What follows belongs to an exercise in optimizing a design on an open flow for small area; a production flow would make more cautious choices.
In this exercise RTL edits were held to simulation tests only and were not proved equivalent to the original.
The flow treats the clock pin as an ideal source. Dropping or thinning the clock tree relies on that and would not hold on a real chip.
Power figures rest on the tool's default switching activity, not on a simulated workload.

==> module Top, before the edit <==
module Top (
    input  logic       clk_1MHz,
    input  logic       reset,
    input  logic       data_in,
    input  logic       write_in,
    input  logic       dequeue_in,
    output logic [7:0] fila_data_out,
    output logic [7:0] fila_len_out
);
    logic [3:0] a, b;
    logic       fast, slow;
    function automatic logic [3:0] step(input logic [3:0] v);
        step = {v[2:0], v[3] ? v[0] : ~(v[0] & v[1])};
    endfunction
    assign fast = a[3] & a[2] & a[0];
    assign slow = a[3] & ~a[2] & ~a[0] & b[3] & b[1] & b[0];
    always_ff @(posedge clk_1MHz or posedge reset) begin
        if (reset) begin
            a <= 4'd0;
            b <= 4'd0;
        end else begin
            a <= step(a);
            if (fast) b <= step(b);
        end
    end
    logic [3:0] s;
    logic [7:0] buffer;
    logic       busy;
    logic [3:0] len;
    logic [7:0] mem [7];
    logic [7:0] dout;
    logic recv, req, full, empty, enq, deq, inc;
    assign recv  = ~s[3];
    assign req   = s[3] & ~s[1] & s[0];
    assign full  = len[3];
    assign empty = (len == 4'd0);
    assign enq   = slow & ~busy & req & ~full;
    assign deq   = slow & ~busy & ~(req & ~full) & dequeue_in & ~empty;
    assign inc   = (fast & (recv ? write_in : ~req)) | enq;
    logic [3:0] ts, tl;
    logic       tb;
    assign ts[0] = inc;
    assign ts[1] = inc & s[0];
    assign ts[2] = inc & s[0] & s[1] & ~s[3];
    assign ts[3] = inc & s[0] & s[1] & (s[2] | s[3]);
    assign tl[0] = enq | deq;
    assign tl[1] = (enq & len[0]) | (deq & ~len[0]);
    assign tl[2] = (enq & len[0] & len[1]) | (deq & ~len[0] & ~len[1]);
    assign tl[3] = (enq & len[0] & len[1] & len[2]) | (deq & ~len[0] & ~len[1] & ~len[2]);
    assign tb = slow & (busy | (req & ~full) | (dequeue_in & ~empty));
    always_ff @(posedge clk_1MHz or posedge reset) begin
        if (reset) begin
            s    <= 4'd0;
            busy <= 1'b0;
            len  <= 4'd0;
            dout <= 8'd0;
        end else begin
            s    <= s ^ ts;
            busy <= busy ^ tb;
            len  <= len ^ tl;
            if (deq) dout <= head;
        end
    end
    logic [2:0] u;
    logic [7:0] head;
    logic       hv, ld, ins, len7;
    logic [2:0] tu;
    assign len7 = (len == 4'd7);
    assign ld   = ~hv & (u == 3'd0) & ~empty;
    assign ins  = len7 ? (hv & (u == 3'd0)) : (~len[3] & (u == len[2:0]));
    assign tu[0] = ~deq & ~(u[1] & u[2]);
    assign tu[1] = ~deq & (u[0] | (u[1] & u[2]));
    assign tu[2] = ~deq & u[1] & (u[0] | u[2]);
    always_ff @(posedge clk_1MHz or posedge reset) begin
        if (reset) begin
            u  <= 3'd0;
            hv <= 1'b0;
        end else begin
            u  <= u ^ tu;
            hv <= hv ^ (ld | (hv & deq));
        end
    end
    always_ff @(posedge clk_1MHz) begin
        if (fast & recv & write_in) buffer <= {data_in, buffer[7:1]};
        mem[0] <= ins ? buffer : mem[6];
        for (int i = 1; i < 7; i++) mem[i] <= mem[i - 1];
        if (ld) head <= mem[6];
    end
    assign fila_data_out = dout;
    assign fila_len_out  = {4'd0, len};
endmodule
==> flow/config.mk <==
export PLATFORM = sky130hd
export DESIGN_NAME = Top
export DESIGN_NICKNAME = Top
export VERILOG_FILES = /design/flow/design.v
export SDC_FILE = /design/flow/constraint.sdc
export NUM_CORES = 4
export LEC_CHECK = 0
export CAP_MARGIN = 20
export CORE_MARGIN = 2
export CORE_UTILIZATION = 75
export PLACE_DENSITY = 0.8
export SLEW_MARGIN = 20
==> flow/constraint.sdc <==
create_clock -name core_clock -period 10.0 [get_ports {clk_1MHz}]
set_input_delay 2.0000 -clock core_clock [delete_from_list [all_inputs] [get_ports {clk_1MHz}]]
set_output_delay 2.0000 -clock core_clock [all_outputs]
set_load 0.01 [all_outputs]
standard.sh (not shown) runs the stock make flow with config.mk's settings and CLKGATE_MAP_FILE= SYNTH_SCRIPT=/design/flow/synth_recipe.tcl, a recipe that flattens the netlist after the stock synthesis.
==> flow/flow/run.sh <==
#!/bin/bash
# Standard ORFS layout (bash standard.sh) with these changes:
#  - port buffers are buf_1;
#  - every gate is shrunk to its smallest size before the placement repair,
#    which then resizes or buffers what needs it (flow/downsize.tcl);
#  - CTS's tree is replaced by a flat one: the clock port drives three
#    clkbuf_16, each driving a third of the registers (flow/handtree.tcl);
#  - the constant outputs share one tie cell.
# All tool output goes to make.log here and to ORFS's per-step logs under
# orfs/logs/.
set -euo pipefail
here=$(pwd)
bash standard.sh \
  "BUFFER_PORTS_ARGS=-buffer_cell sky130_fd_sc_hd__buf_1" \
  "CTS_ARGS=-sink_clustering_enable -repair_clock_nets -dont_use_dummy_load" \
  "PRE_RESIZE_TCL=$here/flow/downsize.tcl" \
  "POST_CTS_TCL=$here/flow/handtree.tcl" \
  SKIP_REPAIR_TIE_FANOUT=1 \
  finish > make.log 2>&1
Other scripts of this flow, unchanged in this note and not shown: flow/flow/downsize.tcl, flow/flow/handtree.tcl
Edit:
--- a/flow/design.v
+++ b/flow/design.v
@@ -4,34 +4,33 @@
     input  logic       data_in,
     input  logic       write_in,
     input  logic       dequeue_in,
     output logic [7:0] fila_data_out,
     output logic [7:0] fila_len_out
 );
-    logic [3:0] a, b;
+    logic [1:0] m;
+    logic [4:0] c;
     logic       fast, slow;
-    function automatic logic [3:0] step(input logic [3:0] v);
-        step = {v[2:0], v[3] ? v[0] : ~(v[0] & v[1])};
-    endfunction
-    assign fast = a[3] & a[2] & a[0];
-    assign slow = a[3] & ~a[2] & ~a[0] & b[3] & b[1] & b[0];
+    assign fast = ~m[0] & ~c[4] & ((c[1] & c[0]) | (~c[2] & ~c[0]));
+    assign slow = m[0] & ~m[1] & ~c[4] & ~c[3] & ~c[2];
     always_ff @(posedge clk_1MHz or posedge reset) begin
         if (reset) begin
-            a <= 4'd0;
-            b <= 4'd0;
+            m <= 2'd0;
+            c <= 5'd6;
         end else begin
-            a <= step(a);
-            if (fast) b <= step(b);
+            m <= {m[1] ^ m[0], ~m[0]};
+            c <= {c[3:0], c[4] ^ (c[2] & (c[0] ^ c[1]))};
         end
     end
     logic [3:0] s;
     logic [7:0] buffer;
     logic       busy;
     logic [3:0] len;
     logic [7:0] mem [7];
     logic [7:0] dout;
+    logic [7:0] head;
     logic recv, req, full, empty, enq, deq, inc;
     assign recv  = ~s[3];
     assign req   = s[3] & ~s[1] & s[0];
     assign full  = len[3];
     assign empty = (len == 4'd0);
     assign enq   = slow & ~busy & req & ~full;
@@ -59,13 +58,12 @@
             busy <= busy ^ tb;
             len  <= len ^ tl;
             if (deq) dout <= head;
         end
     end
     logic [2:0] u;
-    logic [7:0] head;
     logic       hv, ld, ins, len7;
     logic [2:0] tu;
     assign len7 = (len == 4'd7);
     assign ld   = ~hv & (u == 3'd0) & ~empty;
     assign ins  = len7 ? (hv & (u == 3'd0)) : (~len[3] & (u == len[2:0]));
     assign tu[0] = ~deq & ~(u[1] & u[2]);
=> The new run completed without violations. Final area is lower by 1.5%. Power is higher by 29%. Hold slack is about the same. Global-route usage is higher by 2.7 points. First-iteration DRC count is higher to 4.7 times its value.
No run of this note takes its clock network from TritonCTS; it comes from the design's own scripts or RTL.

rev 12:
Top, a different RTL version from the one above (not shown whole).
Size: ~110 flip-flops, roughly 0.0031 mm² of cells after synthesis.
==> flow/design.v (excerpt) <==
module Top (
    input  logic       clk_1MHz,
    input  logic       reset,
    input  logic       data_in,
    input  logic       write_in,
    input  logic       dequeue_in,
    output logic [7:0] fila_data_out,
    output logic [7:0] fila_len_out
);
==> module Top, before the edit <==
module Top (
    input  logic       clk_1MHz,
    input  logic       reset,
    input  logic       data_in,
    input  logic       write_in,
    input  logic       dequeue_in,
    output logic [7:0] fila_data_out,
    output logic [7:0] fila_len_out
);
    logic [3:0] a, b;
    logic       fast, slow;
    function automatic logic [3:0] step(input logic [3:0] v);
        step = {v[2:0], v[3] ? ~(v[0] | v[1]) : v[0]};
    endfunction
    assign fast = ~a[2] & ~a[1] & ~a[0];
    assign slow = a[2] & a[1] & ~a[0] & ~b[2] & ~b[1] & ~b[0];
    always_ff @(posedge clk_1MHz or posedge reset) begin
        if (reset) begin
            a <= 4'd12;
            b <= 4'd14;
        end else begin
            a <= step(a);
            if (fast) b <= step(b);
        end
    end
    logic [3:0] s;
    logic [7:0] buffer;
    logic       busy;
    logic [3:0] len;
    logic [7:0] mem [8];
    logic [7:0] dout;
    logic recv, req, full, empty, enq, deq, inc;
    assign recv  = ~s[3];
    assign req   = s[3] & ~s[1] & s[0];
    assign full  = len[3];
    assign empty = (len == 4'd0);
    assign enq   = slow & ~busy & req & ~full;
    assign deq   = slow & ~busy & ~(req & ~full) & dequeue_in & ~empty;
    assign inc   = (fast & (recv ? write_in : ~req)) | enq;
    logic [3:0] ts, tl;
    logic [2:0] tq;
    logic       tb;
    assign ts[0] = inc;
    assign ts[1] = inc & s[0];
    assign ts[2] = inc & s[0] & s[1] & ~s[3];
    assign ts[3] = inc & s[0] & s[1] & (s[2] | s[3]);
    assign tl[0] = enq | deq;
    assign tl[1] = (enq & len[0]) | (deq & ~len[0]);
    assign tl[2] = (enq & len[0] & len[1]) | (deq & ~len[0] & ~len[1]);
    assign tl[3] = (enq & len[0] & len[1] & len[2]) | (deq & ~len[0] & ~len[1] & ~len[2]);
    assign tb = slow & (busy | (req & ~full) | (dequeue_in & ~empty));
    always_ff @(posedge clk_1MHz or posedge reset) begin
        if (reset) begin
            s    <= 4'd0;
            busy <= 1'b0;
            len  <= 4'd0;
            dout <= 8'd0;
        end else begin
            s    <= s ^ ts;
            busy <= busy ^ tb;
            len  <= len ^ tl;
            if (deq) dout <= head;
        end
    end
    logic [2:0] q;
    logic [7:0] head;
    logic       ins;
    assign ins = ({1'b0, q} == len);
    assign tq[0] = ~deq;
    assign tq[1] = ~deq & q[0];
    assign tq[2] = ~deq & q[0] & q[1];
    always_ff @(posedge clk_1MHz or posedge reset) begin
        if (reset) q <= 3'd0;
        else q <= q ^ tq;
    end
    always_ff @(posedge clk_1MHz) begin
        if (fast & recv & write_in) buffer <= {data_in, buffer[7:1]};
        mem[0] <= ins ? buffer : mem[7];
        for (int i = 1; i < 8; i++) mem[i] <= mem[i - 1];
        if (q == 3'd0) head <= mem[7];
    end
    assign fila_data_out = dout;
    assign fila_len_out  = {4'd0, len};
endmodule
Settings: LEC_CHECK=0, CAP_MARGIN=20, CORE_MARGIN=2, CORE_UTILIZATION=75, PLACE_DENSITY=0.8, SLEW_MARGIN=20; clock period 10.0 ns.
==> flow/flow/run.sh <==
#!/bin/bash
# Standard ORFS layout with 1-drive port buffers, every gate shrunk to its
# smallest size before the placement repair (which then resizes or buffers
# what needs it), and CTS's tree replaced by a flat one of a few large
# clock buffers, each driving an equal share of the registers.
set -euo pipefail
here=$(pwd)
bash standard.sh \
  "BUFFER_PORTS_ARGS=-buffer_cell sky130_fd_sc_hd__buf_1" \
  "CTS_ARGS=-sink_clustering_enable -repair_clock_nets -dont_use_dummy_load" \
  "PRE_RESIZE_TCL=$here/flow/downsize.tcl" \
  "POST_CTS_TCL=$here/flow/handtree.tcl" \
  finish > make.log 2>&1
Other scripts of this flow, unchanged in this note and not shown: flow/flow/downsize.tcl, flow/flow/handtree.tcl
Every stage of the flow completed for rev 12, and the final layout passed the timing, DRC and antenna checks.
--- input diff rev 12..rev 13 ---
--- a/flow/design.v
+++ b/flow/design.v
@@ -8,18 +8,18 @@
     output logic [7:0] fila_len_out
 );
     logic [3:0] a, b;
     logic       fast, slow;
     function automatic logic [3:0] step(input logic [3:0] v);
-        step = {v[2:0], v[3] ? ~(v[0] | v[1]) : v[0]};
+        step = {v[2:0], v[3] ? v[0] : ~(v[0] & v[1])};
     endfunction
-    assign fast = ~a[2] & ~a[1] & ~a[0];
-    assign slow = a[2] & a[1] & ~a[0] & ~b[2] & ~b[1] & ~b[0];
+    assign fast = a[3] & a[2] & a[0];
+    assign slow = a[3] & ~a[2] & ~a[0] & b[3] & b[1] & b[0];
     always_ff @(posedge clk_1MHz or posedge reset) begin
         if (reset) begin
-            a <= 4'd12;
-            b <= 4'd14;
+            a <= 4'd0;
+            b <= 4'd0;
         end else begin
             a <= step(a);
             if (fast) b <= step(b);
         end
     end
==> comparison <==
Rev 13 against rev 12: worst hold slack across all endpoints stayed essentially flat; share of synthesized flip-flops with an asynchronous set or reset stayed essentially flat; mean area per synthesized cell rose by 0.59%; core utilization stayed essentially flat. Compare rev 13 and rev 12 | power density over cell area higher: rev 12. Post-detailed-routing wire length on rev 13 is ahead of rev 12. Rev 13 vs rev 12 on placed wire-length estimate after detailed placement: rev 13 is the lower one. Diff rev 12 -> rev 13: critical path data arrival time now larger; number of cells in the finished layout apart from fillers now larger.
No run of this note takes its clock network from TritonCTS; it comes from the design's own scripts or RTL.

[what the ideal ports hide]
The flow's constraints put no driver on any port. The routed layouts listed below were extracted and timed again, unchanged, in two steps. Step 1 (the two cells are an assumption about what drives the block):
set clk [get_ports {clk_1MHz}]
set_driving_cell -lib_cell sky130_fd_sc_hd__clkbuf_16 $clk
set_driving_cell -lib_cell sky130_fd_sc_hd__buf_2 [delete_from_list [all_inputs] $clk]
Step 2 also shifts input and output timing later by t, the mid clock arrival at the registers, as if the neighbouring blocks saw the same clock. Slacks: ideal ports / drivers / drivers and shift; pairs: ideal ports / drivers.
| run | t, ns | slack for setup (ns) | latest minus earliest clock arrival (ns) | worst register clock-pin slew, ns | cell pins on the clock port's net |
|---|---|---|---|---|---|
| the first run of note 1 | 0.224 | 6.604 / 6.629 / 6.405 | 0.011 / 0.012 | 0.12 / 0.12 | 3 |
| the second run of note 1 | 0.224 | 6.610 / 6.640 / 6.416 | 0.007 / 0.007 | 0.11 / 0.11 | 3 |
| rev 12 | 0.227 | 6.730 / 6.756 / 6.529 | 0.006 / 0.006 | 0.12 / 0.12 | 3 |
| rev 13 | 0.231 | 6.379 / 6.414 / 6.183 | 0.008 / 0.009 | 0.12 / 0.12 | 3 |
After both steps setup and hold are still met in every run listed. For rev 12, which loses most, drivers alone change the setup slack by +0.026 ns; drivers and shift together by -0.201 ns.
